Context: an optimization exercise on an open-source flow, tuned for small area, a short achievable clock period and few clock cycles per item. The choices shown serve that exercise and are no tape-out recipe. Only simulation tests tie the RTL to the original design; equivalence was not proved. Power and IR drop assume default switching activity.

## flow/standard.sh

```bash
#!/bin/bash
# synth_recipe.tcl (not shown) runs the flow's synth.tcl, then flattens the netlist and writes it again
# the make line also repeats each setting of config.mk as NAME=value (left out here)
make -C /OpenROAD-flow-scripts/flow DESIGN_CONFIG=/design/flow/config.mk WORK_HOME=/design/flow/orfs CLKGATE_MAP_FILE= SYNTH_SCRIPT=/design/flow/synth_recipe.tcl "${@:-finish}"
```

## flow/constraint.sdc

```tcl
create_clock -name core_clock -period 7.0 [get_ports {HCLK}]
set_input_delay 1.4000 -clock core_clock [delete_from_list [all_inputs] [get_ports {HCLK}]]
set_output_delay 1.4000 -clock core_clock [all_outputs]
set_load 0.01 [all_outputs]
```

## flow/flow/run.sh

```bash
#!/bin/bash
# Standard layout, with every port buffered by the smallest buffer
# (timing repair resizes them where it needs to).
set -euo pipefail
export BUFFER_PORTS_ARGS="-buffer_cell sky130_fd_sc_hd__buf_1"
bash standard.sh synth > synth.log 2>&1
bash standard.sh > layout.log 2>&1
```

## flow/design.v

```verilog
`timescale          1ns/1ps
`default_nettype    none
module MS_DMAC_AHBL (
    input   wire    HCLK,
    input   wire    HRESETn,
    output  wire    IRQ,
    input wire          HSEL,
    input wire [31:0]   HADDR,
    input wire [1:0]    HTRANS,
    input wire          HWRITE,
    input wire          HREADY,
    input wire [31:0]   HWDATA,
    input wire [2:0]    HSIZE,
    output wire         HREADYOUT,
    output wire [31:0]  HRDATA,
    output wire [31:0]  M_HADDR,
    output wire [1:0]   M_HTRANS,
    output wire [2:0] 	M_HSIZE,
    output wire         M_HWRITE,
    output wire [31:0]  M_HWDATA,
    input wire          M_HREADY,
    input wire [31:0]   M_HRDATA
);
    reg         we_ctrl, we_saddr, we_daddr, we_size, we_trig;
    wire [15:0] a = HADDR[15:0];
    wire        a_ctrl  = (a == 16'h00);
    wire        a_stat  = (a == 16'h04);
    wire        a_saddr = (a == 16'h08);
    wire        a_daddr = (a == 16'h0C);
    wire        a_size  = (a == 16'h10);
    wire        a_trig  = (a == 16'h14);
    wire        a_none  = ~(a_ctrl | a_stat | a_saddr | a_daddr | a_size | a_trig);
    wire        wr_ap   = HSEL & HWRITE & HTRANS[1];
    always @(posedge HCLK) begin
        if (HREADY) begin
            we_ctrl  <= wr_ap & a_ctrl;
            we_saddr <= wr_ap & a_saddr;
            we_daddr <= wr_ap & a_daddr;
            we_size  <= wr_ap & a_size;
            we_trig  <= wr_ap & a_trig;
        end
    end
    reg [31:0]  CTRL_REG;
    reg [31:0]  SADDR_REG;
    reg [31:0]  DADDR_REG;
    reg [15:0]  SIZE_REG;
    reg         TRIG_REG;
    reg         done_r;
    reg         irq_r;
    wire        done_set;
    wire [31:0] ctrl_nx  = we_ctrl  ? HWDATA        : CTRL_REG;
    wire [31:0] saddr_nx = we_saddr ? HWDATA        : SADDR_REG;
    wire [31:0] daddr_nx = we_daddr ? HWDATA        : DADDR_REG;
    wire [15:0] size_nx  = we_size  ? HWDATA[15:0]  : SIZE_REG;
    wire        trig_nx  = we_trig  ? HWDATA[0]     : (TRIG_REG & ~done_set);
    wire        done_nx  = we_trig  ? 1'b0          : (done_r | done_set);
    wire        irq_nx   = done_nx & ctrl_nx[0];
    always @(posedge HCLK or negedge HRESETn)
        if (~HRESETn) begin
            CTRL_REG  <= 32'h0;
            SADDR_REG <= 32'h0;
            DADDR_REG <= 32'h0;
            SIZE_REG  <= 16'h0;
            TRIG_REG  <= 1'b0;
            done_r    <= 1'b0;
            irq_r     <= 1'b0;
        end else begin
            CTRL_REG  <= ctrl_nx;
            SADDR_REG <= saddr_nx;
            DADDR_REG <= daddr_nx;
            SIZE_REG  <= size_nx;
            TRIG_REG  <= trig_nx;
            done_r    <= done_nx;
            irq_r     <= irq_nx;
        end
    wire        EN        = CTRL_REG[0];
    wire [1:0]  SRC_TYPE  = CTRL_REG[17:16];
    wire        SRC_AI    = CTRL_REG[18];
    wire [1:0]  DEST_TYPE = CTRL_REG[25:24];
    wire        DEST_AI   = CTRL_REG[26];
    assign IRQ = irq_r;
    reg [31:0]  rdata_r;
    always @(posedge HCLK)
        rdata_r <= ({32{a_ctrl}}  & ctrl_nx)
                 | ({32{a_stat}}  & {31'h0, irq_nx})
                 | ({32{a_saddr}} & saddr_nx)
                 | ({32{a_daddr}} & daddr_nx)
                 | ({32{a_size}}  & {16'h0, size_nx})
                 | ({32{a_trig}}  & {31'h0, trig_nx})
                 | ({32{a_none}}  & 32'hDEADBEEF);
    assign HRDATA    = rdata_r;
    assign HREADYOUT = 1'b1;
    reg         s_r0;        
    reg         s_rd;        
    reg         s_wn;        
    reg         s_wp;        
    reg         s_wf;        
    reg         s_bub;       
    reg         s_fdp;       
    reg         htrans_r;
    reg         hwrite_r;
    reg [1:0]   hsize_r;
    reg [15:0]  rem;         
    reg         last;        
    wire        last_nx;
    reg [31:0]  cur;         
    reg [31:0]  alt;         
    wire idle  = ~(s_r0 | s_rd | s_wn | s_wp | s_wf | s_bub | s_fdp);
    wire rdy   = M_HREADY;
    wire start = idle & trig_nx & ctrl_nx[0];
    wire n_r0  = start;
    wire n_rd  = rdy ? ((s_r0 & ~last) | s_wn)  : s_rd;
    wire n_wn  = rdy ? (s_rd & ~last)           : s_wn;
    wire n_wp  = rdy ? (s_rd & last)            : s_wp;
    wire n_wf  = rdy ? (s_wp | s_bub)           : s_wf;
    wire n_bub = rdy ? (s_r0 & last)            : s_bub;
    wire n_fdp = rdy ? s_wf                     : s_fdp;
    wire n_r0h = ~rdy & s_r0;
    assign done_set = s_fdp & rdy;
    always @(posedge HCLK or negedge HRESETn)
        if (~HRESETn) begin
            s_r0     <= 1'b0;
            s_rd     <= 1'b0;
            s_wn     <= 1'b0;
            s_wp     <= 1'b0;
            s_wf     <= 1'b0;
            s_bub    <= 1'b0;
            s_fdp    <= 1'b0;
            htrans_r <= 1'b0;
            hwrite_r <= 1'b0;
        end else begin
            s_r0     <= n_r0 | n_r0h;
            s_rd     <= n_rd;
            s_wn     <= n_wn;
            s_wp     <= n_wp;
            s_wf     <= n_wf;
            s_bub    <= n_bub;
            s_fdp    <= n_fdp;
            htrans_r <= n_r0 | n_r0h | n_rd | n_wn | n_wp | n_wf;
            hwrite_r <= n_wn | n_wp | n_wf;
        end
    wire n_wr   = n_wn | n_wp | n_wf;
    wire n_swap = ((n_r0 | n_r0h) & last_nx) | n_rd | n_wn;
    wire n_incr = ((n_r0 | n_r0h) & ~last_nx) | n_wp;
    wire [1:0]  n_typ = n_wr ? ctrl_nx[25:24] : ctrl_nx[17:16];
    wire        n_ai  = n_wr ? ctrl_nx[26]    : ctrl_nx[18];
    reg         op_swap, op_incr;
    reg [3:0]   step;
    always @(posedge HCLK or negedge HRESETn)
        if (~HRESETn) begin
            op_swap <= 1'b0;
            op_incr <= 1'b0;
        end else begin
            op_swap <= n_swap;
            op_incr <= n_incr;
        end
    always @(posedge HCLK) begin
        hsize_r <= n_typ;
        step    <= n_ai ? (4'h1 << n_typ) : 4'h0;
    end
    wire is_rd = s_r0 | s_rd;
    wire swap  = rdy & op_swap;
    wire incr  = rdy & op_incr;
    wire [31:0] nxt = cur + {28'h0, step};
    wire [15:0] rem_nx  = idle ? SIZE_REG : (rdy & is_rd) ? rem - 16'h1 : rem;
    assign      last_nx = idle ? (SIZE_REG == 16'h0) : (rdy & is_rd) ? (rem == 16'h1) : last;
    always @(posedge HCLK) begin
        rem  <= rem_nx;
        last <= last_nx;
        if (idle) begin
            cur  <= SADDR_REG;
            alt  <= DADDR_REG;
        end else if (swap) begin
            cur <= alt;
            alt <= nxt;
        end else if (incr)
            cur <= nxt;
    end
    reg         dp_r, dp_r0, dp_w;
    reg [31:0]  qa, qb;
    always @(posedge HCLK)
        if (rdy) begin
            dp_r  <= htrans_r & ~hwrite_r;
            dp_r0 <= s_r0;
            dp_w  <= htrans_r &  hwrite_r;
        end
    always @(posedge HCLK) begin
        if (dp_r & dp_r0)
            qa <= M_HRDATA;
        else if (dp_w & rdy)
            qa <= qb;
        if (dp_r & ~dp_r0)
            qb <= M_HRDATA;
    end
    assign M_HADDR  = cur;
    assign M_HTRANS = {htrans_r, 1'b0};
    assign M_HWRITE = hwrite_r;
    assign M_HSIZE  = {1'b0, hsize_r};
    assign M_HWDATA = qa;
endmodule
```

## flow/config.mk

```make
export PLATFORM = sky130hd
export DESIGN_NAME = MS_DMAC_AHBL
export DESIGN_NICKNAME = MS_DMAC_AHBL
export VERILOG_FILES = /design/flow/design.v
export SDC_FILE = /design/flow/constraint.sdc
export NUM_CORES = 4
export LEC_CHECK = 0
export ABC_CLOCK_PERIOD_IN_PS = 2500
export CAP_MARGIN = 20
export CORE_MARGIN = 2
export CORE_UTILIZATION = 40
export SETUP_SLACK_MARGIN = 4.5
export SLEW_MARGIN = 20
export TNS_END_PERCENT = 100
```

==> results of run 1 <==
[Yosys cell counts (all sizes together) (8+ instances only)]
cell | n | share of area
mux2i | 23 | 0.017
o22ai | 18 | 0.0081
o21ai | 51 | 0.018
xnor2 | 26 | 0.016
nor2 | 77 | 0.021
nand4 | 10 | 0.0050
clkbuf | 38 | 0.010
nor4 | 15 | 0.0098
edfxtp | 152 | 0.33
mux2 | 145 | 0.12
nand2 | 119 | 0.032
a21oi | 64 | 0.023
inv | 23 | 0.0062
xor2 | 12 | 0.0076
nor3 | 24 | 0.0087
and3 | 8 | 0.0036
a221o | 21 | 0.015
dfxtp | 39 | 0.056
nand3 | 22 | 0.0079
buf | 29 | 0.010
dfrtp | 126 | 0.23
[repair_timing]
item / 4_1_cts / 5_1_grt
hold endpoints to repair: 0 / 0
pin swaps: 7 / 7
buffers inserted: 40 / 13
gates resized for setup: 70 / 50
cloned: 2 / 1
setup endpoints to repair: 159 / 72
[state kept, by name (all words and copies together) (netlist names), 2 cells and up]
| signal | count |
|---|---|
| SIZE_REG | 16 |
| DADDR_REG | 32 |
| CTRL_REG | 32 |
| hsize_r | 2 |
| rdata_r | 32 |
| cur | 32 |
| SADDR_REG | 32 |
| qa | 32 |
| alt | 32 |
| qb | 32 |
| step | 4 |
| rem | 16 |
[tightest hold or removal path, stage by stage, from the launching register on]
cell and delay [ns]:
dfrtp_1 0.32, a21oi_1 0.05, nor2_1 0.08
[logic make-up (layout without fill, tap and decap cells)]
kind of cell	after synthesis	count (layout)	share of synthesized area
xor gates and xnor gates	38	38	0.0240
DFF	317	317	0.613
and+or+nand+nor	309	311	0.106
adders and majority gates	7	7	0.00685
buffers and inverters	92	344	0.0272
AOI/OAI and AO/OA	191	191	0.0885
other	2	3	0.000541
muxes	168	168	0.134
[metrics by stage]
step	hold slack, ns	setup WS, ns	power (W)	instance area [sq um]	std cells
after detailed placement	0.473	2.86	0.00332	15100	1715
after global placement	0.472	2.87	0.00330	15100	1715
final	0.490	4.45	0.00526	17100	1834
after global routing	0.506	4.42	0.00548	17100	1834
after CTS	0.489	4.38	0.00523	16800	1820
after floorplan	0.449	4.17	0.00299	14000	1125
[power by group through the flow]
stage / clock (W) / sequential (W) / combinational, W
6_report: 0.00178 / 0.00242 / 0.00106
5_1_grt: 0.00189 / 0.00244 / 0.00115
4_1_cts: 0.00182 / 0.00242 / 0.000998
3_5_place_dp: 0 / 0.00250 / 0.000818
3_3_place_gp: 0 / 0.00249 / 0.000804
2_1_floorplan: 0 / 0.00246 / 0.000537
[how the worst max path moves through the flow]
stage,start,endpoint,cells after the start
after floorplan,HADDR[8],we_daddr,5
after global placement,HADDR[3],rdata_r[14],7
after detailed placement,HADDR[3],rdata_r[14],7
after CTS,cur[28],M_HADDR[28],1
after global routing,cur[15],M_HADDR[15],1
final,cur[20],M_HADDR[20],1
[cell type report]
cell class / count / area share
clock inverter: 6 / 0.00454
timing repair buffer: 256 / 0.0854
multi-input combinational: 718 / 0.312
clock buffer: 57 / 0.0596
tap: 455 / 0.0333
sequential: 317 / 0.497
inverter: 25 / 0.00776
[layer usage]
layer	wire (um)	track usage
met1	17900	0.308
met4	810	0.0572
met2	17000	0.316
met3	2630	0.0410
met5	0	0
==> results.ini, run 1 <==
[sta]
period_minus_slack_ns=2.55
setup_viol=0
maxSlewViolCount=0
hold_viol_final=0
finClkSkew_ns=0.0142
relSlewSlack=0.440
fin_crit_sh=0.364
tns_ns=0
rsz0062_at_grt=yes
worstMarginPinSlew_ns=0.840
fmax_mhz=392

[clocking]
cts_buffers=35
root_buffer=clkbuf_16
cts_tree=yes
hold_buffers=0
cts_sinks=317
insertion_delay_ns=0.53
cts_buffer_depth=3
clk_pin_slew_worst_paths_ns=0.06
htreeDepth=2

[final_layout]
drive_gt1_frac=0.256
n_fill_cell=3094
final_util=0.497
num_antenna_cells=0
final_common_cell=edfxtp_1
layout_common_cells=edfxtp_1 (152), buf_1 (151), mux2_2 (144)
register_area_sq_um=8500
syn2layout_area_growth_pct=23.2
multi_input_area_sq_um=5340
final_nets=1467

[synthesis]
synth_area_sq_um=13900
avgSynthCellArea_sq_um=12.3
ys_types=62
ys_seq_area_frac=0.613
yosys_warnings=1
yosys_most_used_dff=edfxtp_1
ys_ff_latch=317
syn_inst=1124
synth_edf_count=152
async_flop_share=0.397

[die]
floorplan.initialDensity=0.404
die_h_um=190
rows=68
coreArea_sq_um=34400
io_pins=211
die_x_um=190
dieArea_sq_um=36200

[global_route]
grt_max_degree=69
grt_pass1_wl_mm=58.1
grt.overflow.total=0
antenna_found_initial=1
grt.total_usage=0.209
grt_pass1_vias=9633

[drt]
drc=0
ant_nets=0
vias=10007
finalWirelength_mm=38.3
firstDrtPassIters=5
wl_per_cell_um=20.9
vias_per_cell=5.46
drt_iter0_markers=573

[worst_setup_path]
crit_type=register to primary output
cpLargestDelayFamily=flip-flops
cpMaxStageDelayCell=edfxtp_1
rrSetupSlack_ns=4.50
reg2reg_to=cur[27]
cp_slowest_stage_delay_ns=0.46
cp_cell_sequence=clkbuf_2
ff2ff_path_depth=7
crit_required_ns=5.60
critical_path.max_fanout=2
worst-path-buf-inv=1
worstPathArrival_ns=1.15
r2r_start=cur[3]
startpoint_type=register
crit_path_end_kind=primary output

[power_and_ir_drop]
vdd_drop_max_mv=0.188
power_frac_seq=0.460
switching_power_w=0.00150
p_clk_frac=0.338
p_int_w=0.00376
power.density_nw_per_um2=308
switching_share=0.286
p_leak_nw=6.46
combinationalPowerShare=0.202

[hold_path]
whs_path_depth=2
worst_hold_path_type=register to register
worstHoldEndpoint=done_r
hold_start=done_r

[status]
status=finished clean

[placed_design]
dp_hpwl_mm=24.9
io_buffers=187
place_congestion=0.838

[flow_run]
maxCapViolCount=0

Testbench counts, summed over its fixed seeds: cycles 100,757, items 25,289.
==> run 2: changes to the inputs <==
--- a/flow/config.mk
+++ b/flow/config.mk
@@ -11,2 +11,4 @@
 export CORE_UTILIZATION = 40
+export CTS_CLUSTER_DIAMETER = 60
+export CTS_CLUSTER_SIZE = 30
 export SETUP_SLACK_MARGIN = 4.5
==> run 2 against run 1 <==
Via count down 1.7%. Still clean on timing, DRC and antenna. Worst setup slack got worse by 0.049 ns. Synthesized cell count did not move. Combinational power hardly changed. Power fell by 4.7%. Critical endpoint is now M_HADDR[28]. Die area stayed put. Core utilization is 0.55 points lower.
==> results.ini, run 2 <==
[placed_design]
dp_hpwl_mm=24.9  ; unchanged
place_congestion=0.838  ; unchanged
dpl_cell_area_sq_um=15100  ; unchanged
io_buffers=187  ; unchanged

[worst_setup_path]
cpLargestDelayFamily=flip-flops
critical_path.max_fanout=4  ; +2
cp_slowest_stage_delay_ns=0.48  ; +0.02 ns
endpoint=M_HADDR[28]
cpMaxStageDelayCell=edfxtp_1
critPathLaunch=cur[28]
crit_path_end_kind=primary output
reg2reg_to=cur[28]
r2r_start=cur[2]
worst-path-buf-inv=1  ; unchanged
startpoint_type=register
cp_cell_sequence=clkbuf_2
rrSetupSlack_ns=4.48  ; -0.02 ns
crit_type=register to primary output
crit_required_ns=5.60  ; about the same
worstPathArrival_ns=1.20  ; +0.05 ns
critical_path_depth=1  ; unchanged
ff2ff_path_depth=8  ; +1

[global_route]
antenna_found_initial=0  ; -1
grt_pass1_wl_mm=57.1  ; -1.9%
grt.total_usage=0.204  ; -0.00590
grt_max_degree=69  ; unchanged
grt.overflow.total=0  ; unchanged
grt_pass1_vias=9461  ; -1.8%

[synthesis]
synth.most_common_cell=edfxtp_1
synth.mux.area_fraction=0.134  ; unchanged
async_flop_share=0.397  ; unchanged
ys_types=62  ; unchanged
yosys.area_share.simple=0.106  ; unchanged
syn_inst=1124  ; unchanged
synthTopCellsByArea=edfxtp_1 (33%), dfrtp_1 (23%), mux2_2 (12%)
ys_ff_latch=317  ; unchanged
synth_xor_area_frac=0.0240  ; unchanged
yosys_warnings=1  ; unchanged
avgSynthCellArea_sq_um=12.3  ; unchanged
yosysTopAreaCellShare=0.329  ; unchanged
yosysTopAreaCell=edfxtp_1
yosys_most_used_dff=edfxtp_1
synth_fa_ha_area_frac=0.00685  ; unchanged
yosys-top-cells-count=edfxtp_1 (152), mux2_2 (145), dfrtp_1 (126), nand2_1 (119), nor2_1 (77)
synth_area_sq_um=13900  ; unchanged
synth-compound-area-share=0.0885  ; unchanged
ys_seq_area_frac=0.613  ; unchanged
synth_top_family_by_area=multiplexers
synth_edf_count=152  ; unchanged

[power_and_ir_drop]
combinationalPowerShare=0.213  ; +0.011
vdd_drop_max_mv=0.190  ; +1.3%
p_clk_frac=0.305  ; -0.033
power_frac_seq=0.482  ; +0.022
switching_share=0.304  ; +0.0181
p_int_w=0.00349  ; -7.1%
switching_power_w=0.00152  ; +1.4%
power.density_nw_per_um2=297  ; -3.6%
p_leak_nw=6.39  ; -1.1%

[sta]
period_minus_slack_ns=2.60  ; +0.0488 ns
hold_viol_final=0  ; unchanged
maxSlewViolCount=0  ; unchanged
worstMarginPinSlew_ns=0.842  ; +0.00213 ns
relSlewSlack=0.439  ; -0.00142
fin_crit_sh=0.371  ; +0.00697
finClkSkew_ns=0.0202  ; +0.00602 ns
fmax_mhz=385  ; -1.9%
rsz0062_at_grt=yes
setup_viol=0  ; unchanged
tns_ns=0  ; unchanged

[die]
die_x_um=190  ; unchanged
rows=68  ; unchanged
floorplan.initialDensity=0.404  ; unchanged
dieArea_sq_um=36200  ; unchanged
coreArea_sq_um=34400  ; unchanged
die_h_um=190  ; unchanged
io_pins=211  ; unchanged

[final_layout]
stdcell_area_sq_um=16900  ; -1.1%
layout_common_cells=edfxtp_1 (152), mux2_2 (144), buf_1 (135)
num_antenna_cells=0  ; unchanged
final_common_cell=edfxtp_1
final_nets=1454  ; -0.89%
syn2layout_area_growth_pct=21.9
n_fill_cell=3087  ; -0.23%
drive_gt1_frac=0.271  ; +0.0148

[drt]
firstDrtPassIters=5  ; unchanged
drc=0  ; unchanged
drt_iter0_markers=676  ; +18%
ant_nets=0  ; unchanged
finalWirelength_mm=37.6  ; -2.0%
vias_per_cell=5.42  ; -0.58%
vias=9840  ; -1.7%
wl_per_cell_um=20.7  ; -0.89%

[clocking]
root_buffer=clkbuf_16
cts_sinks=317  ; unchanged
cts_buffers=25  ; -29%
clk_pin_slew_worst_paths_ns=0.09  ; +0.03 ns
insertion_delay_ns=0.56  ; +0.03 ns
htreeDepth=1  ; -1
cts_buffer_depth=3  ; unchanged
cts_tree=yes

[hold_path]
worst_hold_path_type=register to register

[status]
status=finished clean

[flow_run]
maxCapViolCount=0  ; unchanged

==> run 2: changes by cell type in the layout (fill, tap and decap cells not counted), moves of 4 or more <==
cell	before	now
clkbuf_16	36	28
buf_2	1	7
buf_1	151	135
clkbuf_8	6	0
clkbuf_2	17	28
clkbuf_1	16	0
inv_8	0	4
==> run 2: metal layers <==
layer  wire [um]  up-vias  global-route usage
li1            -     4564                   -
met1       17300     4865               0.301
met2       16600      362               0.314
met3        2850       49              0.0361
met4         773        0              0.0450
met5           0        -                   0
==> run 2: through the flow <==
stage / hold WS, ns / cells / total power [W] / setup WS [ns] / util
detailed placement: 0.473 / 1715 / 0.00332 / 2.86 / 0.439
finish: 0.493 / 1814 / 0.00501 / 4.40 / 0.492
global placement: 0.472 / 1715 / 0.00330 / 2.87 / 0.439
global route: 0.511 / 1814 / 0.00523 / 4.38 / 0.492
floorplan: 0.449 / 1125 / 0.00299 / 4.17 / -
CTS: 0.494 / 1804 / 0.00497 / 4.37 / 0.483
==> run 2: how the worst min path moves through the flow <==
stage / end / start / cells after the start
after floorplan: done_r / done_r / 2
after global placement: done_r / done_r / 2
after detailed placement: done_r / done_r / 2
after CTS: done_r / done_r / 2
after global routing: done_r / done_r / 2
final: done_r / done_r / 2
==> run 2: worst register-to-register path: stages, from the launching register on <==
cell	delay, ns
edfxtp_1	0.44
buf_4	0.16
buf_4	0.14
ha_4	0.28
nor2b_4	0.22
o211ai_4	0.20
a2111oi_4	0.48
xnor2_2	0.22
o22ai_2	0.12
==> run 2: power by group through the flow <==
stage          registers [W]  clock network, W  logic (W)
3_5_place_dp         0.00250                 0   0.000818
6_report             0.00241           0.00153    0.00107
5_1_grt              0.00244           0.00163    0.00116
4_1_cts              0.00241           0.00156   0.000999
3_3_place_gp         0.00249                 0   0.000804
2_1_floorplan        0.00246                 0   0.000537
==> run 2: layout make-up <==
type | instances | area [sq um] | share of cell area
multi-input cells | 719 | 5380 | 0.318
well taps | 455 | 569 | 0.0337
inverters | 25 | 133 | 0.00785
flip-flops and latches | 317 | 8500 | 0.503
repair buffers | 252 | 1420 | 0.0842
clock inverters | 18 | 199 | 0.0118
clock buffers | 28 | 701 | 0.0415
==> run 2: kinds of logic (layout without fill, tap and decap cells) <==
group / after synthesis / in the layout
AOI/OAI and AO/OA: 191 / 192
xor gates and xnor gates: 38 / 38
adders and majority gates: 7 / 7
buffers and inverters: 92 / 323
DFF: 317 / 317
muxes: 168 / 168
other: 2 / 3
and+or+nand+nor: 309 / 311
==> run 2: repair_timing <==
action	in CTS	in global routing
hold buffers	0	0
pin swaps	4	9
endpoints found under the setup margin	161	112
resized for setup	70	65
gates cloned	2	1
buffers inserted	41	9
==> run 3: changes to the inputs <==
--- a/flow/config.mk
+++ b/flow/config.mk
@@ -11,4 +11,4 @@
 export CORE_UTILIZATION = 40
-export CTS_CLUSTER_DIAMETER = 60
-export CTS_CLUSTER_SIZE = 30
+export CTS_CLUSTER_DIAMETER = 120
+export CTS_CLUSTER_SIZE = 28
 export SETUP_SLACK_MARGIN = 4.5
==> run 3 against run 2 <==
Clock skew rose by 0.0024 ns. Sequential power barely moved. Combinational power barely moved. Design area fell by 2.7%. Clock-buffer cell count fell by 6. Flip-flop and latch count did not move. Critical endpoint is now M_HADDR[15]. Clock power fell by 34%.
==> results.ini, run 3 <==
[die]
floorplan.initialDensity=0.404  ; unchanged
coreArea_sq_um=34400  ; unchanged
die_h_um=190  ; unchanged
die_x_um=190  ; unchanged
rows=68  ; unchanged
io_pins=211  ; unchanged
dieArea_sq_um=36200  ; unchanged

[synthesis]
synth_edf_count=152  ; unchanged
yosysTopAreaCellShare=0.329  ; unchanged
synth_area_sq_um=13900  ; unchanged
yosysTopAreaCell=edfxtp_1
yosys-top-cells-count=edfxtp_1 (152), mux2_2 (145), dfrtp_1 (126), nand2_1 (119), nor2_1 (77)
yosys_warnings=1  ; unchanged
synth.most_common_cell=edfxtp_1
ys_ff_latch=317  ; unchanged
yosys_most_used_dff=edfxtp_1
synthTopCellsByArea=edfxtp_1 (33%), dfrtp_1 (23%), mux2_2 (12%)
ys_types=62  ; unchanged
syn_inst=1124  ; unchanged
ys_seq_area_frac=0.613  ; unchanged
avgSynthCellArea_sq_um=12.3  ; unchanged
async_flop_share=0.397  ; unchanged

[worst_setup_path]
critical_path.max_fanout=2  ; -2
crit_path_end_kind=primary output
critical_path_depth=1  ; unchanged
startpoint_type=register
r2r_start=cur[0]
reg2reg_to=cur[22]
cp_cell_sequence=buf_6
cpMaxStageDelayCell=edfxtp_1
ff2ff_path_depth=9  ; +1
cp_slowest_stage_delay_ns=0.47  ; about the same
critPathLaunch=cur[15]
crit_type=register to primary output
worst-path-buf-inv=1  ; unchanged
endpoint=M_HADDR[15]
rrSetupSlack_ns=4.56  ; +0.08 ns
crit_required_ns=5.60  ; about the same
worstPathArrival_ns=1.17  ; -0.03 ns
cpLargestDelayFamily=flip-flops

[global_route]
grt_pass1_vias=9434  ; -0.29%
grt.total_usage=0.204  ; +0.000353
grt.overflow.total=0  ; unchanged
grt_pass1_wl_mm=57.2  ; +0.30%
antenna_found_initial=0  ; unchanged
grt_max_degree=69  ; unchanged

[placed_design]
place_congestion=0.838  ; unchanged
dp_hpwl_mm=24.9  ; unchanged
io_buffers=187  ; unchanged
place_ws_ns=2.86  ; unchanged
dpl_cell_area_sq_um=15100  ; unchanged

[sta]
finClkSkew_ns=0.0227  ; +0.00243 ns
tns_ns=0  ; unchanged
period_minus_slack_ns=2.57  ; -0.0332 ns
worst_slack_ns=4.43  ; +0.0332 ns
fmax_mhz=390  ; +1.3%
worstMarginPinSlew_ns=0.821  ; -0.0214 ns
hold_viol_final=0  ; unchanged
maxSlewViolCount=0  ; unchanged
relSlewSlack=0.453  ; +0.0142
rsz0062_at_grt=yes
setup_viol=0  ; unchanged
fin_crit_sh=0.367  ; -0.00474

[clocking]
htreeDepth=1  ; unchanged
insertion_delay_ns=0.52  ; -0.04 ns
hold_buffers=0  ; unchanged
cts_buffer_depth=3  ; unchanged
clk_pin_slew_worst_paths_ns=0.12  ; +0.03 ns
root_buffer=clkbuf_16
cts_sinks=317  ; unchanged
cts_buffers=15  ; -40%
cts_tree=yes

[flow_run]
maxCapViolCount=0  ; unchanged

[drt]
drc=0  ; unchanged
drt_iter0_markers=687  ; +1.6%
vias=9807  ; -0.34%
ant_nets=0  ; unchanged
finalWirelength_mm=37.6  ; about the same
wl_per_cell_um=20.9  ; +1.0%
vias_per_cell=5.46  ; +0.66%
firstDrtPassIters=5  ; unchanged

[status]
status=finished clean

[final_layout]
register_area_sq_um=8500  ; unchanged
syn2layout_area_growth_pct=18.5
multi_input_area_sq_um=5370  ; -0.28%
final_util=0.478  ; -0.0134
final_common_cell=edfxtp_1
stdcell_area_sq_um=16400  ; -2.7%
drive_gt1_frac=0.248  ; -0.0232
layout_common_cells=edfxtp_1 (152), buf_1 (147), mux2_2 (144)
num_antenna_cells=0  ; unchanged
n_fill_cell=3145  ; +1.9%
final_nets=1446  ; -0.55%

[power_and_ir_drop]
total_power_w=0.00449  ; -10%
vdd_drop_max_mv=0.172  ; -9.3%
power.density_nw_per_um2=273  ; -7.8%
p_leak_nw=6.14  ; -3.9%

[hold_path]
worst_hold_path_type=register to register

==> run 3: cell count changes in the layout (fill, tap and decap cells not counted), moves of 3 or more <==
cell	previous run	this run
clkinv_8	4	1
clkbuf_2	28	21
buf_2	7	2
clkbuf_16	28	15
clkbuf_1	0	7
buf_1	135	147
inv_8	4	0
==> run 3: worst register-to-register path: cells and delay by family, from the launching register on <==
kind / cells / cell delay [ns]
AOI/OAI and AO/OA: 3 / 0.61
adders and majority gates: 2 / 0.58
buffers and inverters: 2 / 0.25
xor gates and xnor gates: 1 / 0.17
DFF: 1 / 0.40
and+or+nand+nor: 1 / 0.17
==> run 3: per-stage QoR <==
stage | instances | hold WS, ns
detailed placement | 1715 | 0.473
floorplan | 1125 | 0.449
finish | 1796 | 0.501
global placement | 1715 | 0.472
global route | 1796 | 0.518
CTS | 1785 | 0.501
==> run 3: timing repair <==
item / 4_1_cts / 5_1_grt
setup buffers: 42 / 10
cloned: 2 / 1
gates resized for setup: 71 / 56
pin swaps: 8 / 6
setup endpoints to repair: 160 / 88
==> run 3: kinds of logic after synthesis <==
| kind of cell | share of synthesized area |
|---|---|
| AOI/OAI and AO/OA | 0.0885 |
| xor gates and xnor gates | 0.0240 |
| adders and majority gates | 0.00685 |
| buffers and inverters | 0.0272 |
| DFF | 0.613 |
| muxes | 0.134 |
| other | 0.000541 |
| and+or+nand+nor | 0.106 |
==> run 3: layout make-up <==
cell class,instances,area share
tap,455,0.0346
inverter,25,0.00807
multi-input combinational,718,0.326
sequential,317,0.517
clock inverter,4,0.00213
timing repair inverter,1,0.000533
timing repair buffer,254,0.0870
clock buffer,22,0.0244
==> run 3: worst min-delay path by stage <==
stage	from	end	slack [ns]	cells after the start
after floorplan	done_r	done_r	0.45	2
after global placement	done_r	done_r	0.47	2
after detailed placement	done_r	done_r	0.47	2
after CTS	done_r	done_r	0.50	2
after global routing	done_r	done_r	0.52	2
final	done_r	done_r	0.50	2
==> run 3: routing by layer <==
metal / GRT usage / wire length, um / vias up
met5: 0 / 0 / -
met1: 0.303 / 17600 / 4905
met2: 0.313 / 16800 / 338
met3: 0.0351 / 2530 / 35
li1: - / - / 4529
met4: 0.0450 / 637 / 0
==> run 3: power by group <==
part           total [W]  switching [W]  internal (W)
clock            0.00101       0.000599      0.000416
sequential       0.00241       0.000139       0.00227
combinational    0.00107       0.000623      0.000445
==> run 4: changes to the inputs <==
--- a/flow/config.mk
+++ b/flow/config.mk
@@ -11,5 +11,5 @@
 export CORE_UTILIZATION = 40
-export CTS_CLUSTER_DIAMETER = 120
-export CTS_CLUSTER_SIZE = 28
-export SETUP_SLACK_MARGIN = 4.5
+export CTS_CLUSTER_DIAMETER = 100
+export CTS_CLUSTER_SIZE = 25
+export SETUP_SLACK_MARGIN = 4.6
 export SLEW_MARGIN = 20
==> run 4 against run 3 <==
Area after synthesis unchanged. Cell count rose by 0.72%. Register-to-register slack got worse by 0.05 ns. Core utilization grew 2.0 points. Still clean on timing, DRC and antenna. Critical path depth did not move. Sequential share of layout area down 1.8 points. Highest routed layer is now met5. Hold slack about the same.
==> results.ini, run 4 <==
[status]
status=finished clean

[placed_design]
place_congestion=0.847  ; +1.1%
dpl_cell_area_sq_um=15100  ; +0.28%
io_buffers=187  ; unchanged
place_ws_ns=2.86  ; -0.00288 ns
dp_hpwl_mm=24.7  ; -0.48%

[sta]
tns_ns=0  ; unchanged
worstMarginPinSlew_ns=0.895  ; +0.0747 ns
fmax_mhz=389  ; -0.22%
worst_slack_ns=4.43  ; -0.00556 ns
hold_viol_final=0  ; unchanged
relSlewSlack=0.403  ; -0.0498
fin_crit_sh=0.367  ; +0.000794
period_minus_slack_ns=2.57  ; +0.00556 ns
maxSlewViolCount=0  ; unchanged
finClkSkew_ns=0.0343  ; +0.0116 ns
setup_viol=0  ; unchanged
rsz0062_at_grt=yes

[clocking]
htreeDepth=1  ; unchanged
cts_buffer_depth=3  ; unchanged
cts_sinks=317  ; unchanged
clk_pin_slew_worst_paths_ns=0.10  ; -0.02 ns
cts_tree=yes
root_buffer=clkbuf_16
cts_buffers=17  ; +2
insertion_delay_ns=0.53  ; about the same

[worst_setup_path]
reg2reg_to=cur[26]
cpLargestDelayFamily=flip-flops
cp_slowest_stage_delay_ns=0.47  ; about the same
worstPathArrival_ns=1.17  ; about the same
ff2ff_path_depth=9  ; unchanged
r2r_start=cur[0]
crit_type=register to primary output
startpoint_type=register
endpoint=M_HADDR[3]
cpMaxStageDelayCell=edfxtp_1
rrSetupSlack_ns=4.51  ; -0.05 ns
cp_cell_sequence=clkbuf_2
critical_path_depth=1  ; unchanged
crit_path_end_kind=primary output
worst-path-buf-inv=1  ; unchanged
crit_required_ns=5.60  ; about the same
critical_path.max_fanout=2  ; unchanged
critPathLaunch=cur[3]

[power_and_ir_drop]
p_leak_nw=6.48  ; +5.6%
p_int_w=0.00322  ; +2.7%
power_frac_seq=0.525  ; -0.011
vdd_drop_max_mv=0.178  ; +3.2%
switching_share=0.301  ; -0.00166
combinationalPowerShare=0.233  ; -0.005
p_clk_frac=0.241  ; +0.015
power.density_nw_per_um2=269  ; -1.6%
switching_power_w=0.00139  ; +1.9%

[final_layout]
final_common_cell=edfxtp_1
num_antenna_cells=0  ; unchanged
n_fill_cell=3052  ; -3.0%
layout_common_cells=edfxtp_1 (152), mux2_2 (144), dfrtp_1 (126)
drive_gt1_frac=0.326  ; +0.0789
final_util=0.498  ; +0.0196
stdcell_area_sq_um=17100  ; +4.1%
final_nets=1457  ; +0.76%
syn2layout_area_growth_pct=23.4

[synthesis]
yosysTopAreaCell=edfxtp_1
syn_inst=1124  ; unchanged
yosysTopAreaCellShare=0.329  ; unchanged
yosys_most_used_dff=edfxtp_1
synth_area_sq_um=13900  ; unchanged
async_flop_share=0.397  ; unchanged
synth.most_common_cell=edfxtp_1
ys_types=62  ; unchanged
ys_ff_latch=317  ; unchanged
avgSynthCellArea_sq_um=12.3  ; unchanged
synth_edf_count=152  ; unchanged
synthTopCellsByArea=edfxtp_1 (33%), dfrtp_1 (23%), mux2_2 (12%)
yosys-top-cells-count=edfxtp_1 (152), mux2_2 (145), dfrtp_1 (126), nand2_1 (119), nor2_1 (77)
yosys_warnings=1  ; unchanged
ys_seq_area_frac=0.613  ; unchanged

[die]
die_h_um=190  ; unchanged
floorplan.initialDensity=0.404  ; unchanged
coreArea_sq_um=34400  ; unchanged
die_x_um=190  ; unchanged
rows=68  ; unchanged
dieArea_sq_um=36200  ; unchanged
io_pins=211  ; unchanged

[drt]
vias_per_cell=5.44  ; -0.43%
firstDrtPassIters=6  ; +1
drc=0  ; unchanged
drt_iter0_markers=800  ; +16%
wl_per_cell_um=20.9  ; about the same
vias=9836  ; +0.30%
finalWirelength_mm=37.8  ; +0.63%
ant_nets=0  ; unchanged

[global_route]
groute.layer.met3.usage=0.0274  ; -0.00773
grt_max_degree=79  ; +14%
grt_pass1_vias=9474  ; +0.42%
antenna_found_initial=1  ; +1
grt.busiest_layer=met2
grt.overflow.total=0  ; unchanged
met2_usage=0.305  ; -0.00800
grt_pass1_wl_mm=56.2  ; -1.8%
grt_use_met1=0.299  ; -0.00348
grt.total_usage=0.201  ; -0.00303

[flow_run]
maxCapViolCount=0  ; unchanged

[hold_path]
worst_hold_path_type=register to register

==> run 4: cell types whose count changed in the layout (fill, tap and decap cells not counted), sizes merged <==
cell    delta
a21o       +1
buf       -13
clkbuf    +26
clkinv     -1
inv        +1
nand3      -1
==> run 4: worst reg2reg max path, cell delays in order (launching register included) <==
cell and delay (ns):
edfxtp_1 0.43, ha_4 0.18, inv_2 0.04, fa_2 0.38, nor2b_4 0.16, o211ai_4 0.15
buf_6 0.16, a2111oi_4 0.40, xnor2_2 0.19, o22ai_1 0.13
==> run 4: layout make-up <==
class | count | area [sq um] | share of cell area
repair buffers | 263 | 1880 | 0.110
well taps | 455 | 569 | 0.0333
clock inverters | 4 | 46.3 | 0.00270
clock buffers | 26 | 469 | 0.0274
multi-input cells | 718 | 5480 | 0.320
repair inverters | 1 | 8.76 | 0.000512
inverters | 25 | 133 | 0.00775
flip-flops and latches | 317 | 8530 | 0.499
==> run 4: cells by family (layout without fill, tap and decap cells) <==
logic type      after synthesis  in the layout  synth area share
fa+ha+maj                     7              7           0.00685
xor+xnor                     38             38            0.0240
buf+inv                      92            319            0.0272
other cells                   2              3          0.000541
mux                         168            168             0.134
flops                       317            317             0.613
compound gates              191            192            0.0885
simple gates                309            310             0.106
==> run 4: power groups by stage <==
| stage | combinational, W | sequential (W) | clock, W |
|---|---|---|---|
| floorplan | 0.000545 | 0.00246 | 0 |
| CTS | 0.000980 | 0.00242 | 0.00114 |
| global placement | 0.000806 | 0.00248 | 0 |
| finish | 0.00107 | 0.00242 | 0.00111 |
| global route | 0.00117 | 0.00244 | 0.00121 |
| detailed placement | 0.000821 | 0.00249 | 0 |
==> run 4: per-layer routing <==
metal	part of all wire	routed length [um]
met5	0.00029	11
met4	0.022	832
met3	0.068	2570
met2	0.45	17200
met1	0.46	17200
==> run 4: worst min-delay path by stage <==
stage	start	endpoint	slack, ns	cells past startpoint
6_report	done_r	done_r	0.50	2
5_1_grt	done_r	done_r	0.51	2
4_1_cts	we_trig	done_r	0.48	1
3_5_place_dp	done_r	done_r	0.47	2
3_3_place_gp	done_r	done_r	0.48	2
2_1_floorplan	done_r	done_r	0.45	2
==> run 4: repair_timing <==
item,in CTS,in global routing
gates resized for setup,136,143
hold buffers,0,0
gates cloned,2,4
pin swaps,8,29
buffers inserted,33,26
endpoints found under the hold margin,0,0
setup endpoints to repair,289,175
==> run 4: stage by stage <==
| step | total power (W) | cells | hold slack, ns |
|---|---|---|---|
| after floorplan | 0.00300 | 1125 | 0.449 |
| after global placement | 0.00329 | 1713 | 0.478 |
| after detailed placement | 0.00331 | 1714 | 0.473 |
| after CTS | 0.00453 | 1779 | 0.484 |
| after global routing | 0.00482 | 1809 | 0.506 |
| final | 0.00460 | 1809 | 0.501 |
==> run 5: changes to the inputs <==
--- a/flow/config.mk
+++ b/flow/config.mk
@@ -13,3 +13,3 @@
 export CTS_CLUSTER_SIZE = 25
-export SETUP_SLACK_MARGIN = 4.6
+export SETUP_SLACK_MARGIN = 4.4
 export SLEW_MARGIN = 20
==> run 5 against run 4 <==
Maximum frequency fell by 1.9%. Clock skew is 0.0061 ns higher. Design area decreased by 5.3%. Worst setup slack lost 0.051 ns. Still clean on timing, DRC and antenna. Largest cell class unchanged. Die area stayed put. Global-route usage up 0.45 points. Clock power barely moved. Highest routed layer unchanged. Flip-flop and latch count did not move. Critical path type unchanged.
==> results.ini, run 5 <==
[status]
status=finished clean

[global_route]
grt.overflow.total=0  ; unchanged
antenna_found_initial=1  ; unchanged
grt_max_degree=69  ; -13%
grt.total_usage=0.205  ; +0.00448
grt_pass1_vias=9670  ; +2.1%
grt_pass1_wl_mm=57.5  ; +2.3%

[die]
io_pins=211  ; unchanged
die_x_um=190  ; unchanged
floorplan.initialDensity=0.404  ; unchanged
coreArea_sq_um=34400  ; unchanged
dieArea_sq_um=36200  ; unchanged
die_h_um=190  ; unchanged
rows=68  ; unchanged

[sta]
relSlewSlack=0.386  ; -0.0173
period_minus_slack_ns=2.62  ; +0.0508 ns
setup_viol=0  ; unchanged
rsz0062_at_grt=yes
finClkSkew_ns=0.0404  ; +0.00610 ns
hold_viol_final=0  ; unchanged
fin_crit_sh=0.375  ; +0.00726
tns_ns=0  ; unchanged
fmax_mhz=381  ; -1.9%
worstMarginPinSlew_ns=0.921  ; +0.0259 ns
maxSlewViolCount=0  ; unchanged

[clocking]
cts_tree=yes
cts_buffers=17  ; unchanged
root_buffer=clkbuf_16
cts_sinks=317  ; unchanged
htreeDepth=1  ; unchanged
insertion_delay_ns=0.54  ; about the same
cts_buffer_depth=3  ; unchanged
clk_pin_slew_worst_paths_ns=0.11  ; about the same
hold_buffers=0  ; unchanged

[worst_setup_path]
r2r_start=cur[3]
crit_path_end_kind=primary output
startpoint_type=register
critPathLaunch=cur[0]
crit_required_ns=5.60  ; about the same
crit_type=register to primary output
critical_path.max_fanout=2  ; unchanged
reg2reg_to=alt[29]
worstPathArrival_ns=1.22  ; +0.05 ns
rrSetupSlack_ns=4.50  ; about the same
cpMaxStageDelayCell=edfxtp_1
crit_top_cell=buf_6
cp_slowest_stage_delay_ns=0.42  ; -0.05 ns
ff2ff_path_depth=7  ; -2
endpoint=M_HADDR[0]
cp_cell_sequence=buf_6 -> buf_6

[final_layout]
final_util=0.472  ; -0.0262
final_nets=1435  ; -1.5%
syn2layout_area_growth_pct=16.9
num_antenna_cells=0  ; unchanged
drive_gt1_frac=0.213  ; -0.113
layout_common_cells=buf_1 (172), edfxtp_1 (152), mux2_2 (145)
register_area_sq_um=8500  ; -0.41%
n_fill_cell=3220  ; +5.5%
final_common_cell=buf_1
multi_input_area_sq_um=5290  ; -3.5%
stdcell_area_sq_um=16200  ; -5.3%

[synthesis]
syn_inst=1124  ; unchanged
synth_edf_count=152  ; unchanged
ys_seq_area_frac=0.613  ; unchanged
avgSynthCellArea_sq_um=12.3  ; unchanged
yosysTopAreaCell=edfxtp_1
yosysTopAreaCellShare=0.329  ; unchanged
synth_area_sq_um=13900  ; unchanged
ys_ff_latch=317  ; unchanged
yosys_most_used_dff=edfxtp_1
async_flop_share=0.397  ; unchanged
yosys-top-cells-count=edfxtp_1 (152), mux2_2 (145), dfrtp_1 (126), nand2_1 (119), nor2_1 (77)
synthTopCellsByArea=edfxtp_1 (33%), dfrtp_1 (23%), mux2_2 (12%)
synth.most_common_cell=edfxtp_1
yosys_warnings=1  ; unchanged
ys_types=62  ; unchanged

[placed_design]
place_congestion=0.853  ; +0.73%
dp_hpwl_mm=24.7  ; -0.27%
dpl_cell_area_sq_um=15100  ; -0.55%
io_buffers=187  ; unchanged

[drt]
vias_per_cell=5.48  ; +0.81%
firstDrtPassIters=6  ; unchanged
ant_nets=0  ; unchanged
vias=9795  ; -0.42%
drc=0  ; unchanged
wl_per_cell_um=21.3  ; +1.8%
finalWirelength_mm=38.0  ; +0.52%
drt_iter0_markers=743  ; -7.1%

[power_and_ir_drop]
total_power_w=0.00454  ; -1.4%
vdd_drop_max_mv=0.202  ; +14%
p_leak_nw=5.99  ; -7.6%
power.density_nw_per_um2=280  ; +4.0%

[flow_run]
maxCapViolCount=0  ; unchanged

[hold_path]
worst_hold_path_type=register to register

==> run 5: repair_timing <==
item,in CTS,in global routing
buffers inserted,32,8
endpoints found under the setup margin,159,87
cloned,2,1
pin swaps,6,2
resized for setup,36,31
==> run 5: logic make-up (layout without fill, tap and decap cells) <==
logic type      Yosys count  after routing  share of synthesized area
simple gates            309            311                      0.106
fa+ha+maj                 7              7                    0.00685
flops                   317            317                      0.613
mux                     168            168                      0.134
xor+xnor                 38             38                     0.0240
compound gates          191            191                     0.0885
buf+inv                  92            297                     0.0272
other cells               2              3                   0.000541
==> run 5: power by group <==
group / total (W) / switching [W] / leakage (nW) / internal, W
sequential: 0.00242 / 0.000149 / 3.26 / 0.00227
clock: 0.00111 / 0.000637 / 0.243 / 0.000478
combinational: 0.00100 / 0.000607 / 2.49 / 0.000396
total: 0.00454 / 0.00139 / 5.99 / 0.00314
==> run 5: area by class of cell <==
| type | instances | area share |
|---|---|---|
| Multi-Input combinational cell | 718 | 0.326 |
| Timing Repair Buffer | 241 | 0.0754 |
| Timing Repair inverter | 1 | 0.000540 |
| Sequential cell | 317 | 0.524 |
| Tap cell | 455 | 0.0351 |
| Clock inverter | 3 | 0.00278 |
| Clock buffer | 27 | 0.0286 |
| Inverter | 25 | 0.00733 |
==> run 5: worst min-delay path by stage <==
stage / start / endpoint / slack [ns] / cells after the start
after global placement: done_r / done_r / 0.47 / 2
after detailed placement: done_r / done_r / 0.48 / 2
after CTS: CTRL_REG[21] / CTRL_REG[21] / 0.51 / 1
after floorplan: done_r / done_r / 0.45 / 2
final: CTRL_REG[2] / CTRL_REG[2] / 0.51 / 1
after global routing: CTRL_REG[2] / CTRL_REG[2] / 0.52 / 1
==> run 5: routing by layer <==
metal	vias up	routed length (um)	share of wire	track usage
met5	-	16	0.00042	0
met4	2	1050	0.028	0.0602
met3	53	2490	0.066	0.0302
met2	361	16900	0.44	0.314
met1	4869	17500	0.46	0.303
li1	4510	-	-	-
==> run 5: worst max-delay path, delay by kind of cell (launching register included) <==
kind,cells,cell delay (ns)
buffers and inverters,2,0.26
flip-flops,1,0.42
==> run 5: through the flow <==
step	hold slack [ns]	setup WS [ns]	cells
5_1_grt	0.521	4.33	1787
4_1_cts	0.508	4.34	1778
6_report	0.506	4.38	1787
3_3_place_gp	0.469	2.68	1714
3_5_place_dp	0.483	2.69	1714
2_1_floorplan	0.449	4.17	1125
==> run 6: changes to the inputs <==
--- a/flow/config.mk
+++ b/flow/config.mk
@@ -13,3 +13,4 @@
 export CTS_CLUSTER_SIZE = 25
-export SETUP_SLACK_MARGIN = 4.4
+export PLACE_DENSITY = 0.8
+export SETUP_SLACK_MARGIN = 4.5
 export SLEW_MARGIN = 20
==> run 6 against run 5 <==
Sequential power barely moved. Highest routed layer is now met4. Combinational power grew 9%. Cell count is 0.73% higher. Power up 1.2%. Maximum frequency hardly changed. Largest power group unchanged. Non-clock buffer count is 11 higher. Design area grew 1.9%. Clock power about the same. Clock skew up 0.0042 ns. Worst setup slack barely moved.
==> results.ini, run 6 <==
[clocking]
insertion_delay_ns=0.54  ; about the same
cts_sinks=317  ; unchanged
root_buffer=clkbuf_16
htreeDepth=1  ; unchanged
cts_buffer_depth=3  ; unchanged
hold_buffers=0  ; unchanged
cts_tree=yes
clk_pin_slew_worst_paths_ns=0.10  ; about the same
cts_buffers=17  ; unchanged

[final_layout]
n_fill_cell=2948  ; -8.4%
syn2layout_area_growth_pct=19.1
multi_input_area_sq_um=5370  ; +1.5%
drive_gt1_frac=0.249  ; +0.0357
final_common_cell=edfxtp_1
register_area_sq_um=8500  ; unchanged
final_nets=1445  ; +0.70%
layout_common_cells=edfxtp_1 (152), buf_1 (148), mux2_2 (144)

[worst_setup_path]
cpLargestDelayFamily=flip-flops
critical_path_depth=1  ; -1
worstPathArrival_ns=1.22  ; about the same
ff2ff_path_depth=7  ; unchanged
cp_slowest_stage_delay_ns=0.51  ; +0.09 ns
rrSetupSlack_ns=4.47  ; -0.03 ns
crit_path_end_kind=primary output
cpMaxStageDelayCell=edfxtp_1
worst-path-buf-inv=1  ; -1
cp_cell_sequence=buf_1
crit_required_ns=5.60  ; about the same
critPathLaunch=cur[22]
critical_path.max_fanout=5  ; +3
startpoint_type=register
r2r_start=cur[12]
crit_type=register to primary output
reg2reg_to=cur[31]

[synthesis]
synth_fa_ha_area_frac=0.00685  ; unchanged
yosys-top-cells-count=edfxtp_1 (152), mux2_2 (145), dfrtp_1 (126), nand2_1 (119), nor2_1 (77)
ys_seq_area_frac=0.613  ; unchanged
yosys_warnings=1  ; unchanged
synthTopCellsByArea=edfxtp_1 (33%), dfrtp_1 (23%), mux2_2 (12%)
ys_ff_latch=317  ; unchanged
yosys_most_used_dff=edfxtp_1
async_flop_share=0.397  ; unchanged
synth.mux.area_fraction=0.134  ; unchanged
synth-compound-area-share=0.0885  ; unchanged
synth.most_common_cell=edfxtp_1
synth_top_family_by_area=multiplexers
syn_inst=1124  ; unchanged
yosys.area_share.simple=0.106  ; unchanged
ys_types=62  ; unchanged
yosysTopAreaCellShare=0.329  ; unchanged
synth_edf_count=152  ; unchanged
avgSynthCellArea_sq_um=12.3  ; unchanged
yosysTopAreaCell=edfxtp_1
synth_area_sq_um=13900  ; unchanged
synth_xor_area_frac=0.0240  ; unchanged

[sta]
fmax_mhz=381  ; about the same
hold_slack_ns=0.502  ; -0.00339 ns
worstMarginPinSlew_ns=0.860  ; -0.0613 ns
hold_viol_final=0  ; unchanged
rsz0062_at_grt=yes
tns_ns=0  ; unchanged
relSlewSlack=0.427  ; +0.0409
setup_viol=0  ; unchanged
maxSlewViolCount=0  ; unchanged
fin_crit_sh=0.375  ; about the same
finClkSkew_ns=0.0446  ; +0.00419 ns
period_minus_slack_ns=2.62  ; -0.000460 ns

[drt]
drc=0  ; unchanged
wl_per_cell_um=21.0  ; -1.3%
ant_nets=0  ; unchanged
top_layer=met4
dr_wl_met3_mm=3.23  ; +29%
drt_iter0_markers=1118  ; +50%
finalWirelength_mm=37.8  ; -0.58%
wl_met2_mm=17.5  ; +3.8%
firstDrtPassIters=5  ; -1
vias_per_cell=5.69  ; +3.9%
met1_length_mm=15.5  ; -12%
vias=10247  ; +4.6%

[hold_path]
whs_path_depth=2  ; +1
worstHoldEndpoint=done_r
hold_start=done_r
worst_hold_path_type=register to register

[flow_run]
maxCapViolCount=0  ; unchanged

[global_route]
grt_pass1_vias=9992  ; +3.3%
grt_max_degree=72  ; +4.3%
antenna_found_initial=3  ; +2
grt.overflow.total=0  ; unchanged
grt_pass1_wl_mm=56.6  ; -1.5%
grt.total_usage=0.200  ; -0.00545

[power_and_ir_drop]
vdd_drop_max_mv=0.204  ; +0.75%
power.density_nw_per_um2=278  ; -0.66%
p_leak_nw=6.19  ; +3.3%
total_power_w=0.00459  ; +1.2%

[placed_design]
place_congestion=0.870  ; +2.0%
io_buffers=187  ; unchanged
dp_hpwl_mm=24.3  ; -1.5%

[die]
coreArea_sq_um=34400  ; unchanged
rows=68  ; unchanged
dieArea_sq_um=36200  ; unchanged
io_pins=211  ; unchanged
die_x_um=190  ; unchanged
die_h_um=190  ; unchanged
floorplan.initialDensity=0.404  ; unchanged

[status]
status=finished clean

run 6: cell type report:
| type | count | share of cell area |
|---|---|---|
| clock inverters | 4 | 0.00318 |
| diodes | 3 | 0.000454 |
| repair buffers | 252 | 0.0863 |
| multi-input cells | 717 | 0.325 |
| inverters | 25 | 0.00803 |
| flip-flops and latches | 317 | 0.514 |
| clock buffers | 26 | 0.0279 |
| well taps | 455 | 0.0345 |
| repair inverters | 1 | 0.000530 |
run 6: per-stage QoR:
step	setup WS, ns	area [sq um]	cells	utilization
global placement	3.10	15100	1712	0.438
CTS	4.37	16200	1784	0.471
floorplan	4.17	14000	1125	-
global route	4.34	16500	1799	0.481
finish	4.38	16500	1800	0.481
detailed placement	3.08	15100	1712	0.438
run 6: how the worst max path moves through the flow:
| stage | to | slack, ns |
|---|---|---|
| after floorplan | we_daddr | 4.17 |
| after global placement | rdata_r[8] | 3.10 |
| after detailed placement | rdata_r[0] | 3.08 |
| after CTS | M_HADDR[22] | 4.37 |
| after global routing | M_HADDR[22] | 4.34 |
| final | M_HADDR[22] | 4.38 |
run 6: what timing repair did:
action                     in CTS  in global routing
pin swaps                       6                 15
setup buffers                  41                 12
cloned                          1                  1
resized for setup              76                 63
setup endpoints to repair     236                152
run 6: kinds of logic (layout without fill, tap and decap cells):
logic type | Yosys count | count (layout)
AO/OA/AOI/OAI | 191 | 191
XOR/XNOR | 38 | 38
buffers and inverters | 92 | 308
adder cells (fa/ha/maj) | 7 | 7
other | 2 | 6
AND/OR/NAND/NOR | 309 | 310
flip-flops | 317 | 317
multiplexers | 168 | 168
run 6: metal layers:
metal	up-vias	track usage
met5	-	0
met4	0	0.0748
met3	95	0.0293
met2	582	0.323
met1	5048	0.274
li1	4522	-
run 6: where the power goes:
group | total, W | switching (W) | internal [W] | leakage [nW]
clock network | 0.00109 | 0.000617 | 0.000474 | 0.247
logic | 0.00109 | 0.000642 | 0.000444 | 2.68
registers | 0.00242 | 0.000146 | 0.00227 | 3.26
total | 0.00459 | 0.00140 | 0.00319 | 6.19
==> run 7: changes to the inputs <==
--- a/flow/config.mk
+++ b/flow/config.mk
@@ -13,3 +13,2 @@
 export CTS_CLUSTER_SIZE = 25
-export PLACE_DENSITY = 0.8
 export SETUP_SLACK_MARGIN = 4.5
==> run 7 against run 6 <==
First-iteration DRC count fell by 32%. Die area stayed put. Largest cell class unchanged. Cell count up 0.28%. Register-to-register slack improved by 0.06 ns. Critical path type unchanged.
==> results.ini, run 7 <==
[hold_path]
whs_path_depth=2  ; unchanged
worstHoldEndpoint=done_r
worst_hold_path_type=register to register
hold_start=done_r

[power_and_ir_drop]
power.density_nw_per_um2=275  ; -0.96%
vdd_drop_max_mv=0.164  ; -20%
total_power_w=0.00456  ; -0.81%
p_leak_nw=6.20  ; +0.26%

[worst_setup_path]
cpMaxStageDelayCell=edfxtp_1
crit_type=register to primary output
reg2reg_to=cur[27]
critical_path.max_fanout=2  ; -3
worst-path-buf-inv=1  ; unchanged
cpLargestDelayFamily=flip-flops
cp_slowest_stage_delay_ns=0.47  ; -0.04 ns
startpoint_type=register
rrSetupSlack_ns=4.53  ; +0.06 ns
crit_path_end_kind=primary output
crit_required_ns=5.60  ; about the same
ff2ff_path_depth=7  ; unchanged
r2r_start=cur[3]
cp_cell_sequence=buf_6
worstPathArrival_ns=1.15  ; -0.07 ns

[sta]
setup_viol=0  ; unchanged
worstMarginPinSlew_ns=0.821  ; -0.0384 ns
rsz0062_at_grt=yes
fmax_mhz=391  ; +2.6%
tns_ns=0  ; unchanged
maxSlewViolCount=0  ; unchanged
period_minus_slack_ns=2.55  ; -0.0674 ns
hold_slack_ns=0.498  ; -0.00484 ns
relSlewSlack=0.452  ; +0.0256
hold_viol_final=0  ; unchanged
finClkSkew_ns=0.0196  ; -0.0249 ns
fin_crit_sh=0.365  ; -0.00962

[final_layout]
final_common_cell=edfxtp_1
multi_input_area_sq_um=5340  ; -0.54%
final_util=0.481  ; +0.000728
n_fill_cell=3144  ; +6.6%
stdcell_area_sq_um=16500  ; +0.15%
num_antenna_cells=0  ; -3
syn2layout_area_growth_pct=19.3
final_nets=1454  ; +0.62%
drive_gt1_frac=0.247  ; -0.00147
register_area_sq_um=8500  ; unchanged
layout_common_cells=edfxtp_1 (152), buf_1 (151), mux2_2 (144)

[die]
io_pins=211  ; unchanged
floorplan.initialDensity=0.404  ; unchanged
die_h_um=190  ; unchanged
die_x_um=190  ; unchanged
coreArea_sq_um=34400  ; unchanged
rows=68  ; unchanged
dieArea_sq_um=36200  ; unchanged

[global_route]
grt.overflow.total=0  ; unchanged
grt_max_degree=69  ; -4.2%
grt.total_usage=0.204  ; +0.00363
grt_pass1_wl_mm=57.0  ; +0.67%
antenna_found_initial=0  ; -3
grt_pass1_vias=9488  ; -5.0%

[synthesis]
syn_inst=1124  ; unchanged
yosys_warnings=1  ; unchanged
yosys-top-cells-count=edfxtp_1 (152), mux2_2 (145), dfrtp_1 (126), nand2_1 (119), nor2_1 (77)
synth_area_sq_um=13900  ; unchanged
avgSynthCellArea_sq_um=12.3  ; unchanged
synth.most_common_cell=edfxtp_1
yosysTopAreaCell=edfxtp_1
async_flop_share=0.397  ; unchanged
ys_types=62  ; unchanged
yosys_most_used_dff=edfxtp_1
yosysTopAreaCellShare=0.329  ; unchanged
synth_edf_count=152  ; unchanged
ys_seq_area_frac=0.613  ; unchanged
synthTopCellsByArea=edfxtp_1 (33%), dfrtp_1 (23%), mux2_2 (12%)
ys_ff_latch=317  ; unchanged

[placed_design]
io_buffers=187  ; unchanged
place_congestion=0.838  ; -3.7%
dp_hpwl_mm=24.9  ; +2.3%
dpl_cell_area_sq_um=15100  ; +0.21%

[drt]
firstDrtPassIters=4  ; -1
vias_per_cell=5.45  ; -4.3%
finalWirelength_mm=37.8  ; about the same
wl_per_cell_um=20.9  ; -0.30%
ant_nets=0  ; unchanged
drc=0  ; unchanged
drt_iter0_markers=760  ; -32%
vias=9833  ; -4.0%

[status]
status=finished clean

[clocking]
root_buffer=clkbuf_16
insertion_delay_ns=0.52  ; -0.02 ns
cts_tree=yes
cts_sinks=317  ; unchanged
cts_buffers=16  ; -1
clk_pin_slew_worst_paths_ns=0.10  ; about the same
cts_buffer_depth=3  ; unchanged
htreeDepth=1  ; unchanged

[flow_run]
maxCapViolCount=0  ; unchanged

==> run 7: through the flow <==
step | cells | setup WS, ns
after floorplan | 1125 | 4.17
after global placement | 1715 | 2.87
after detailed placement | 1715 | 2.86
after CTS | 1789 | 4.40
after global routing | 1805 | 4.42
final | 1805 | 4.45
==> run 7: worst max-delay path by stage <==
stage	endpoint	startpoint	slack, ns	depth (start not counted)
3_5_place_dp	rdata_r[14]	HADDR[3]	2.86	7
5_1_grt	M_HADDR[15]	cur[15]	4.42	1
6_report	M_HADDR[15]	cur[15]	4.45	1
2_1_floorplan	we_daddr	HADDR[8]	4.17	5
4_1_cts	M_HADDR[28]	cur[28]	4.40	1
3_3_place_gp	rdata_r[14]	HADDR[3]	2.87	7
==> run 7: routing by layer <==
metal | wire length (um) | part of all wire | global-route usage | vias up
li1 | - | - | - | 4535
met1 | 17300 | 0.46 | 0.298 | 4897
met2 | 16900 | 0.45 | 0.313 | 361
met3 | 2860 | 0.076 | 0.0377 | 40
met4 | 689 | 0.018 | 0.0501 | 0
met5 | 0 | 0 | 0 | -
==> run 7: worst min-delay path, stage by stage (launching register included) <==
cell and delay [ns]:
dfrtp_1 0.33, a21oi_1 0.05, nor2_1 0.08
==> run 7: final cells by class <==
cell class                      count  share of cell area
Sequential cell                   317               0.514
Multi-Input combinational cell    718               0.323
Timing Repair Buffer              261              0.0911
Tap cell                          455              0.0344
Clock buffer                       26              0.0284
Inverter                           25             0.00802
Clock inverter                      2             0.00144
Timing Repair inverter              1            0.000529
==> run 7: cell families (layout without fill, tap and decap cells) <==
group           count (synthesis)  count (layout)  share of synthesized area
other cells                     2               3                   0.000541
simple gates                  309             311                      0.106
xor+xnor                       38              38                     0.0240
fa+ha+maj                       7               7                    0.00685
buf+inv                        92             315                     0.0272
compound gates                191             191                     0.0885
mux                           168             168                      0.134
flops                         317             317                      0.613
==> run 7: repair_timing <==
item | 4_1_cts | 5_1_grt
gates resized for setup | 71 | 50
setup endpoints to repair | 159 | 81
cloned | 2 | 2
hold buffers | 0 | 0
pin swaps | 7 | 7
setup buffers | 44 | 14
endpoints found under the hold margin | 0 | 0
==> run 7: where the power goes <==
part           total [W]  switching (W)  internal (W)
Combinational    0.00107       0.000625      0.000448
Sequential       0.00241       0.000141       0.00227
Clock            0.00107       0.000584      0.000487
==> run 8: changes to the inputs <==
--- a/flow/config.mk
+++ b/flow/config.mk
@@ -10,3 +10,3 @@
 export CORE_MARGIN = 2
-export CORE_UTILIZATION = 40
+export CORE_UTILIZATION = 68
 export CTS_CLUSTER_DIAMETER = 100
==> run 8 against run 7 <==
Sequential power hardly changed. Clock-buffer cell count increased by 1. Register-to-register slack is essentially flat. Synthesized cell count is the same. Combinational power shrank 4%. Maximum frequency is 0.18% lower. Core utilization rose by 32 points. Clock skew fell by 0.0012 ns. Global-route usage increased by 11 points. Power fell by 1.8%. Worst setup slack got worse by 0.0047 ns.
==> results.ini, run 8 <==
[worst_setup_path]
critical_path.max_fanout=2  ; unchanged
cpMaxStageDelayCell=edfxtp_1
crit_required_ns=5.60  ; about the same
r2r_start=cur[0]
cpLargestDelayFamily=flip-flops
critPathLaunch=cur[15]
crit_path_end_kind=primary output
cp_cell_sequence=buf_6
worst-path-buf-inv=1  ; unchanged

[die]
io_pins=211  ; unchanged
floorplan.initialDensity=0.690  ; +0.286
rows=52  ; -24%
dieArea_sq_um=21600  ; -40%
coreArea_sq_um=20100  ; -42%

[synthesis]
ys_seq_area_frac=0.613  ; unchanged
ys_types=62  ; unchanged
avgSynthCellArea_sq_um=12.3  ; unchanged
synthTopCellsByArea=edfxtp_1 (33%), dfrtp_1 (23%), mux2_2 (12%)
yosys_warnings=1  ; unchanged
ys_ff_latch=317  ; unchanged
synth_area_sq_um=13900  ; unchanged
synth_edf_count=152  ; unchanged
synth.most_common_cell=edfxtp_1
yosys-top-cells-count=edfxtp_1 (152), mux2_2 (145), dfrtp_1 (126), nand2_1 (119), nor2_1 (77)
yosys_most_used_dff=edfxtp_1

[placed_design]
dp_hpwl_mm=22.5  ; -9.5%
io_buffers=187  ; unchanged

[final_layout]
layout_common_cells=buf_1 (159), edfxtp_1 (152), mux2_2 (144)
n_fill_cell=1194  ; -62%
register_area_sq_um=8500  ; unchanged
num_antenna_cells=0  ; unchanged
final_nets=1450  ; -0.28%
final_common_cell=buf_1
syn2layout_area_growth_pct=16.7
final_util=0.805  ; +0.324

[power_and_ir_drop]
switching_power_w=0.00132  ; -2.2%
power.density_nw_per_um2=276  ; +0.39%
p_clk_frac=0.232  ; -0.003
p_int_w=0.00315  ; -1.6%
combinationalPowerShare=0.230  ; -0.006
vdd_drop_max_mv=0.222  ; +35%
p_leak_nw=6.14  ; -1.1%

[global_route]
grt.total_usage=0.316  ; +0.112
grt_pass1_wl_mm=53.3  ; -6.6%
grt_max_degree=90  ; +30%
grt_pass1_vias=9672  ; +1.9%
antenna_found_initial=1  ; +1
grt.overflow.total=0  ; unchanged

[drt]
vias=10029  ; +2.0%
wl_per_cell_um=21.9  ; +4.7%
finalWirelength_mm=35.4  ; -6.3%
vias_per_cell=6.21  ; +14%
drt_iter0_markers=887  ; +17%

[sta]
finClkSkew_ns=0.0185  ; -0.00115 ns
relSlewSlack=0.353  ; -0.0995
worstMarginPinSlew_ns=0.971  ; +0.149 ns
setup_viol=0  ; unchanged
fmax_mhz=391  ; -0.18%
fin_crit_sh=0.366  ; +0.000670
tns_ns=0  ; unchanged

[flow_run]
maxCapViolCount=0  ; unchanged

[hold_path]
worst_hold_path_type=register to register
hold_start=s_bub

[clocking]
cts_buffer_depth=3  ; unchanged
hold_buffers=0  ; unchanged
htreeDepth=1  ; unchanged
cts_sinks=317  ; unchanged
cts_tree=yes
root_buffer=clkbuf_16
insertion_delay_ns=0.51  ; about the same

[status]
status=finished clean

## run 8: cell counts after synthesis
Identical to the previous run, type by type.
## run 8: kinds of logic after synthesis
kind of cell	share of synthesized area
flip-flops	0.613
other	0.000541
AND/OR/NAND/NOR	0.106
multiplexers	0.134
XOR/XNOR	0.0240
adder cells (fa/ha/maj)	0.00685
buffers and inverters	0.0272
AO/OA/AOI/OAI	0.0885
## run 8: worst paths after layout
| path | endpoint | slack, ns | cells after the start |
|---|---|---|---|
| max in group asynchronous | DADDR_REG[7] | 4.89 | 2 |
| max | M_HADDR[15] | 4.44 | 1 |
| max reg2reg | alt[28] | 4.53 | 8 |
| min | s_bub | 0.50 | 1 |
| min in group asynchronous | SIZE_REG[5] | 1.01 | 1 |
| min reg2reg | s_bub | 0.50 | 1 |
## run 8: layer usage
metal | share of wire | up-vias | track usage
met1 | 0.43 | 4958 | 0.480
li1 | - | 4531 | -
met5 | 0.00037 | - | 0
met4 | 0.017 | 2 | 0.0714
met2 | 0.47 | 481 | 0.498
met3 | 0.077 | 57 | 0.0407
## run 8: layout make-up
type / instances / share of cell area
flip-flops and latches: 317 / 0.525
clock inverters: 1 / 0.000541
repair inverters: 1 / 0.000541
well taps: 270 / 0.0209
inverters: 25 / 0.00819
clock buffers: 27 / 0.0286
multi-input cells: 717 / 0.327
repair buffers: 258 / 0.0897
## run 8: metrics by stage
stage                     hold slack (ns)  total power [W]  std cells  instance area [sq um]  setup WS [ns]
after detailed placement            0.468          0.00328       1528                  14800           2.95
after global placement              0.462          0.00325       1528                  14800           2.96
after floorplan                     0.449          0.00299       1125                  14000           4.17
after CTS                           0.491          0.00440       1596                  15800           4.45
after global routing                0.512          0.00465       1616                  16200           4.40
final                               0.497          0.00447       1616                  16200           4.44
## run 8: worst reg2reg max path, cell delays in order, from the launching register on
cell and delay (ns):
edfxtp_1 0.39, ha_2 0.20, inv_1 0.06, fa_2 0.38, nor2b_4 0.20, o211ai_4 0.18
a2111oi_4 0.45, xnor2_1 0.21, a21oi_1 0.10
## run 8: what timing repair did
item,4_1_cts,5_1_grt
setup endpoints to repair,164,226
cloned,1,3
gates resized for setup,30,58
setup buffers,39,17
pin swaps,5,10
## run 8: power groups by stage
stage	Combinational, W	Sequential (W)	Clock, W
after floorplan	0.000537	0.00246	0
after global placement	0.000778	0.00247	0
after detailed placement	0.000799	0.00248	0
after CTS	0.000952	0.00240	0.00105
after global routing	0.00112	0.00243	0.00111
final	0.00103	0.00240	0.00104

Re-timed with assumed drivers on the ports (clkbuf_16 on the clock, buf_2 on other inputs), run 8 has 4.392 ns of setup slack against 4.441 ns with ideal ports, and 3.958 ns once port delays also move by the mid clock arrival of 0.554 ns.
